This is an optimization exercise on Yosys and OpenROAD, whose aim is small area, a short achievable clock period and few clock cycles per item, not a production implementation.
RTL that was checked went through simulation tests only; none was proved equivalent to the original.
No activity file was given, so power comes from the tool's default toggle rates.

## DIV
module DIV (
  input clock, reset,
  input flush,
  output in_ready,
  input in_valid,
  input in_sign,
  input [31:0] in_a, in_b,
  input out_ready,
  output out_valid,
  output [31:0] out_quot,
  output [31:0] out_rem
);
  localparam [1:0] ST_IDLE = 2'd0, ST_PREP = 2'd1, ST_ITER = 2'd2, ST_DONE = 2'd3;
  reg [1:0] state;
  reg [31:0] r;      
  reg [32:0] e;      
  reg [31:0] q;
  reg [5:0] cnt;     
  reg bs, qs, rs;
  function automatic [5:0] clz32(input [31:0] x);
    reg [15:0] v1; reg [15:0] p1;
    reg [7:0] v2;  reg [15:0] p2;
    reg [3:0] v3;  reg [11:0] p3;
    reg [1:0] v4;  reg [7:0] p4;
    integer i;
    begin
      for (i = 0; i < 16; i = i + 1) begin
        v1[i] = x[2*i+1] | x[2*i];
        p1[i] = ~x[2*i+1];
      end
      for (i = 0; i < 8; i = i + 1) begin
        v2[i] = v1[2*i+1] | v1[2*i];
        p2[2*i+1] = ~v1[2*i+1];
        p2[2*i]   = v1[2*i+1] ? p1[2*i+1] : p1[2*i];
      end
      for (i = 0; i < 4; i = i + 1) begin
        v3[i] = v2[2*i+1] | v2[2*i];
        p3[3*i+2]  = ~v2[2*i+1];
        p3[3*i+:2] = v2[2*i+1] ? p2[4*i+2+:2] : p2[4*i+:2];
      end
      for (i = 0; i < 2; i = i + 1) begin
        v4[i] = v3[2*i+1] | v3[2*i];
        p4[4*i+3]  = ~v3[2*i+1];
        p4[4*i+:3] = v3[2*i+1] ? p3[6*i+3+:3] : p3[6*i+:3];
      end
      clz32[5] = ~(v4[1] | v4[0]);
      clz32[4] = ~v4[1] & v4[0];
      clz32[3:0] = v4[1] ? p4[7:4] : (p4[3:0] & {4{v4[0]}});
    end
  endfunction
  function automatic [31:0] cneg(input s, input [31:0] x);
    reg [31:0] p;
    begin
      p = x;
      p = p | (p << 1);
  ...
Settings: LEC_CHECK=0, CAP_MARGIN=20, CORE_MARGIN=2, CORE_UTILIZATION=40, SETUP_SLACK_MARGIN=2.5, SLEW_MARGIN=20; clock period 8.0 ns.
standard.sh (not shown) runs the stock make flow with config.mk's settings and CLKGATE_MAP_FILE= SYNTH_SCRIPT=/design/flow/synth_recipe.tcl, a recipe that flattens the netlist after the stock synthesis.
==> flow/flow/run.sh <==
#!/bin/bash
# The standard layout, with the port buffers made from buf_4 cells instead of
# the resizer's default choice (a slow delay buffer), so that the fixed input
# and output delays are not lengthened further by the port buffers.
set -euo pipefail
export BUFFER_PORTS_ARGS="-buffer_cell sky130_fd_sc_hd__buf_4"
bash standard.sh > standard.log 2>&1
Change:
Settings changed: SETUP_SLACK_MARGIN 2.5 to 3.0.
The new run completed with no timing, DRC or antenna violations.
Power grows by 2.0%.
Via count grows by 2.2%.
Critical path depth is unchanged.
Setup slack gets better by 0.085 ns.
Area after synthesis is unchanged.
First-iteration DRC count grows by 8.2%.
Sequential share of layout area shrinks by 0.70 points.
Fmax grows by 1.5%.
No run of this note included a check of the RTL's function; only the layout flow was run.

---

## yarrow
Another version of the RTL of DIV (not shown whole).
Size in the first run: roughly 2000 cells after synthesis, ~140 I/O pins.
==> flow/config.mk <==
export PLATFORM = sky130hd
export DESIGN_NAME = DIV
export DESIGN_NICKNAME = DIV
export VERILOG_FILES = /design/flow/design.v
export SDC_FILE = /design/flow/constraint.sdc
export NUM_CORES = 4
export LEC_CHECK = 0
export CAP_MARGIN = 20
export CORE_MARGIN = 2
export CORE_UTILIZATION = 40
export SETUP_SLACK_MARGIN = 4.0
export SLEW_MARGIN = 20
export SYNTH_HIERARCHICAL = 1
==> flow/constraint.sdc <==
create_clock -name core_clock -period 8.0 [get_ports {clock}]
set_input_delay 1.6000 -clock core_clock [delete_from_list [all_inputs] [get_ports {clock}]]
set_output_delay 1.6000 -clock core_clock [all_outputs]
set_load 0.01 [all_outputs]
Scripts as last shown in full above: flow/flow/run.sh
Testbench counts of yarrow, summed over its fixed seeds: cycles 1,688, items 384.
### yarrow -> indigo
- swapping 4.0 for 3.5 in SETUP_SLACK_MARGIN
### Flow results
Run comparison: yarrow critical path class reg -> reg; indigo critical path class reg -> out
Power: indigo draws less than yarrow
In indigo, cell area is lower than in yarrow.
[compare] base=yarrow new=indigo: clock group share of total power up 2.5 points, number of cells on the critical path down 15, total length of routed wires down 5.1%, final core utilization down 3.5 points, synthesized cell count flat.
Worst slack on hold paths delta for indigo relative to yarrow: 15 ps lower
> inputs changed (indigo -> quartz)
- changing SETUP_SLACK_MARGIN from 3.5 to 3.75
--- outcome ---
Fmax: quartz above indigo
Count of instances resized after the clock tree is built (higher): quartz
Launch point of the worst path = r[0]$_DFFE_PP_: quartz; launch point of the worst path = r[1]$_DFFE_PP_: indigo
On count of H-tree levels built during CTS, indigo and quartz are basically level.
Delta(sequential share of layout area, quartz - indigo) < 0
Number of nets in the finished design, indigo and quartz: larger value in quartz
Modified inputs, raven compared to quartz
- swapping 3.75 for 3.0 in SETUP_SLACK_MARGIN
--- outcome ---
Diff quartz -> raven: non-clock buffer count decreased 29%, post-layout minimum cycle time increased 550 ps, clock insertion delay at the later pin of the skew report essentially unchanged.
Share of the cycle needed by the critical path after routing, quartz and raven: larger value in raven
Setup slack in raven is smaller than in quartz.
In raven relative to quartz, design area had gone down by a few percent.
Summary of raven over quartz: worst slack after detailed placement -47 ps, power dissipated by switching net loads saw a decrease, critical path depth fell 3, length in cells of the worst reg-to-reg path fell 3.

---

wip/tundra:
DIV, a different RTL version from the one above (not shown whole).
For scale: roughly 110 flip-flops, roughly 15000 µm² of cells after synthesis.
Settings: LEC_CHECK=0, CAP_MARGIN=20, CORE_MARGIN=2, CORE_UTILIZATION=40, SETUP_SLACK_MARGIN=3.5, SLEW_MARGIN=20; clock period 8.0 ns.
run.sh (not shown) runs the stock make flow with config.mk's settings and CLKGATE_MAP_FILE= SYNTH_SCRIPT=/design/flow/synth_recipe.tcl, a recipe that flattens the netlist after the stock synthesis.
Stock flow here: none of the scripts above is used.
Testbench counts of wip/tundra, summed over its fixed seeds: cycles 1,780, items 384.
--- input diff wip/tundra..wip/juniper ---
- changing SETUP_SLACK_MARGIN from 3.5 to 2.0
==> flow/flow/run.sh (new file) <==
#!/bin/bash
# The standard layout, with the port buffers made from buf_4 cells instead of
# the resizer's default choice (a slow delay buffer), so that the fixed input
# and output delays are not lengthened further by the port buffers.
set -euo pipefail
export BUFFER_PORTS_ARGS="-buffer_cell sky130_fd_sc_hd__buf_4"
bash standard.sh > standard.log 2>&1
==> flow/standard.sh (new file) <==
#!/bin/bash
# synth_recipe.tcl (not shown) runs the flow's synth.tcl, then flattens the netlist and writes it again
# the make line also repeats each setting of config.mk as NAME=value (left out here)
make -C /OpenROAD-flow-scripts/flow DESIGN_CONFIG=/design/flow/config.mk WORK_HOME=/design/flow/orfs CLKGATE_MAP_FILE= SYNTH_SCRIPT=/design/flow/synth_recipe.tcl "${@:-finish}"
removed: flow/run.sh
--- outcome ---
- Per the comparison of wip/juniper with wip/tundra, share of layout cells above drive strength 1 lost 7.1 points, clock share of power picked up an extra 1.6 points, routed wire length lost 3.0 mm, final worst-path cycle share picked up an extra 4.0 points, arrival time of data at the critical path endpoint picked up an extra 2.03 ns.
- | sequential share of layout area | higher: wip/juniper |
> inputs changed (wip/juniper -> wip/onyx)
- a change of SETUP_SLACK_MARGIN from 2.0 to 2.5
==> flow/run.sh (new file) <==
#!/bin/bash
# synth_recipe.tcl (not shown) runs the flow's synth.tcl, then flattens the netlist and writes it again
# the make line also repeats each setting of config.mk as NAME=value (left out here)
make -C /OpenROAD-flow-scripts/flow DESIGN_CONFIG=/design/flow/config.mk WORK_HOME=/design/flow/orfs CLKGATE_MAP_FILE= SYNTH_SCRIPT=/design/flow/synth_recipe.tcl finish
removed: flow/flow/run.sh
removed: flow/standard.sh
==> comparison <==
Against wip/juniper as the reference, wip/onyx delivers a higher number of nets in the finished design. wip/onyx — tightest hold margin 0.0056 ns higher, wip/juniper as reference. Buffering stage count on the worst path with inverters included: wip/onyx and wip/juniper compared, higher one is wip/onyx.
#### Input delta (wip/harbor over wip/onyx)
- CORE_UTILIZATION changed from 40 to 60
- PLACE_DENSITY newly set to 0.75
==> flow/flow/run.sh (new file) <==
#!/bin/bash
# The standard layout, with the port buffers made from buf_4 cells instead of
# the resizer's default choice (a slow delay buffer), so that the fixed input
# and output delays are not lengthened further by the port buffers.
set -euo pipefail
export BUFFER_PORTS_ARGS="-buffer_cell sky130_fd_sc_hd__buf_4"
bash standard.sh > standard.log 2>&1
==> flow/standard.sh (new file) <==
#!/bin/bash
# synth_recipe.tcl (not shown) runs the flow's synth.tcl, then flattens the netlist and writes it again
# the make line also repeats each setting of config.mk as NAME=value (left out here)
make -C /OpenROAD-flow-scripts/flow DESIGN_CONFIG=/design/flow/config.mk WORK_HOME=/design/flow/orfs CLKGATE_MAP_FILE= SYNTH_SCRIPT=/design/flow/synth_recipe.tcl "${@:-finish}"
removed: flow/run.sh
==> comparison <==
wip/harbor: PASS, flow complete, no timing, DRC or antenna violations
Highest metal layer with signal wires: met5 -> wip/harbor, met4 -> wip/onyx
Taking wip/onyx as the reference, in wip/harbor logic depth of the worst register-to-register path -2; peak clock frequency supported by timing +0.36%; peak fanout along the critical path +1; floorplan die height -about 18%.
Most common cell after layout, fill and taps aside = sky130_fd_sc_hd__nand2_1: wip/onyx; most common cell after layout, fill and taps aside = sky130_fd_sc_hd__buf_4: wip/harbor
Number of ports placed on the die boundary came out exactly the same in wip/harbor and wip/onyx.
Summary: area of the die, wip/harbor better than wip/onyx
### wip/harbor -> wip/violet
- CORE_UTILIZATION now 40, was 60
- CAP_MARGIN now 5, was 20
- PLACE_DENSITY no longer set, was 0.75
- SLEW_MARGIN now 5, was 20
[summary]
Side by side, portion of the clock cycle consumed by the worst path in the final layout turned out lower in wip/violet than in wip/harbor.
Comparing wip/harbor against wip/violet, there is no change at all in number of buffers inserted during clock tree synthesis.
The flow did not stop early for wip/violet: all stages ran, and the layout cleared the timing, design-rule and antenna checks.
Minimum clock period after layout (higher): wip/harbor
The weighted congestion at the end of routability-driven global placement on wip/harbor is in line with that on wip/violet.
Looking at die area across wip/harbor and wip/violet, the one that comes out lower is wip/harbor.
wip/harbor → wip/violet: cell count now larger, synthesized cell count comparable.
Area overhead of the layout relative to synthesis in wip/violet is 0.53 points higher than in wip/harbor
The maximum resistive drop on vdd in wip/violet is 0.61 times that in wip/harbor.
### wip/violet -> wip/maple
- SLEW_MARGIN: 5 -> 20
- CAP_MARGIN: 5 -> 20
==> summary.txt <==
Compared with wip/violet, in wip/maple total power stayed essentially flat, number of filler instances in the final layout stayed essentially flat, routed via count stayed essentially flat.
wip/maple against wip/violet: layout buffer count excluding clock buffers went up, area occupied by multi-input gates essentially unchanged, core utilization shows no meaningful change, worst hold margin has decreased.
Looking at wip/maple and wip/violet, the shortest period the worst path allows is a wash.
Final area: wip/violet vs wip/maple — no meaningful difference

-- separate check: timing with driven ports --
The results above use ideal ports. As a check the final layouts listed here were re-extracted and re-timed, cells and wires unchanged. Step 1, drivers: a clkbuf_16 drives clock and a buf_2 each remaining input, both assumed. Step 2 times the ports against the registers' clock, not the clock port: input delays grow and output delays shrink by t, the midpoint of the rising clock arrivals with the driver on. Slacks: no drivers / after step 1 / after step 2; pairs: no drivers / after step 1.
| run | shift t [ns] | setup WS [ns] | worst setup path at the end |
|---|---|---|---|
| the first run of note 1 | 0.429 | 2.026 / 1.971 / 2.349 | input to register |
| the second run of note 1 | 0.429 | 2.112 / 2.056 / 2.485 | register to output |
| yarrow | 0.476 | 3.749 / 3.749 / 3.603 | input to register |
| indigo | 0.483 | 3.630 / 3.577 / 3.236 | input to register |
| quartz | 0.480 | 3.766 / 3.766 / 3.327 | input to register |
| raven | 0.482 | 3.220 / 3.220 / 2.844 | input to register |
| wip/tundra | 0.436 | 2.656 / 2.603 / 2.621 | input to register |
| wip/juniper | 0.415 | 2.338 / 2.321 / 1.945 | input to register |
| wip/onyx | 0.424 | 2.564 / 2.514 / 2.229 | input to register |
| wip/harbor | 0.419 | 2.584 / 2.606 / 2.192 | input to register |
| wip/violet | 0.425 | 2.654 / 2.602 / 2.376 | input to register |
| wip/maple | 0.423 | 2.655 / 2.605 / 2.369 | input to register |
After both steps setup and hold are still met in every run listed. The setup slack of quartz, which loses most, moves by 0.000 ns with the drivers and by -0.439 ns with both steps.
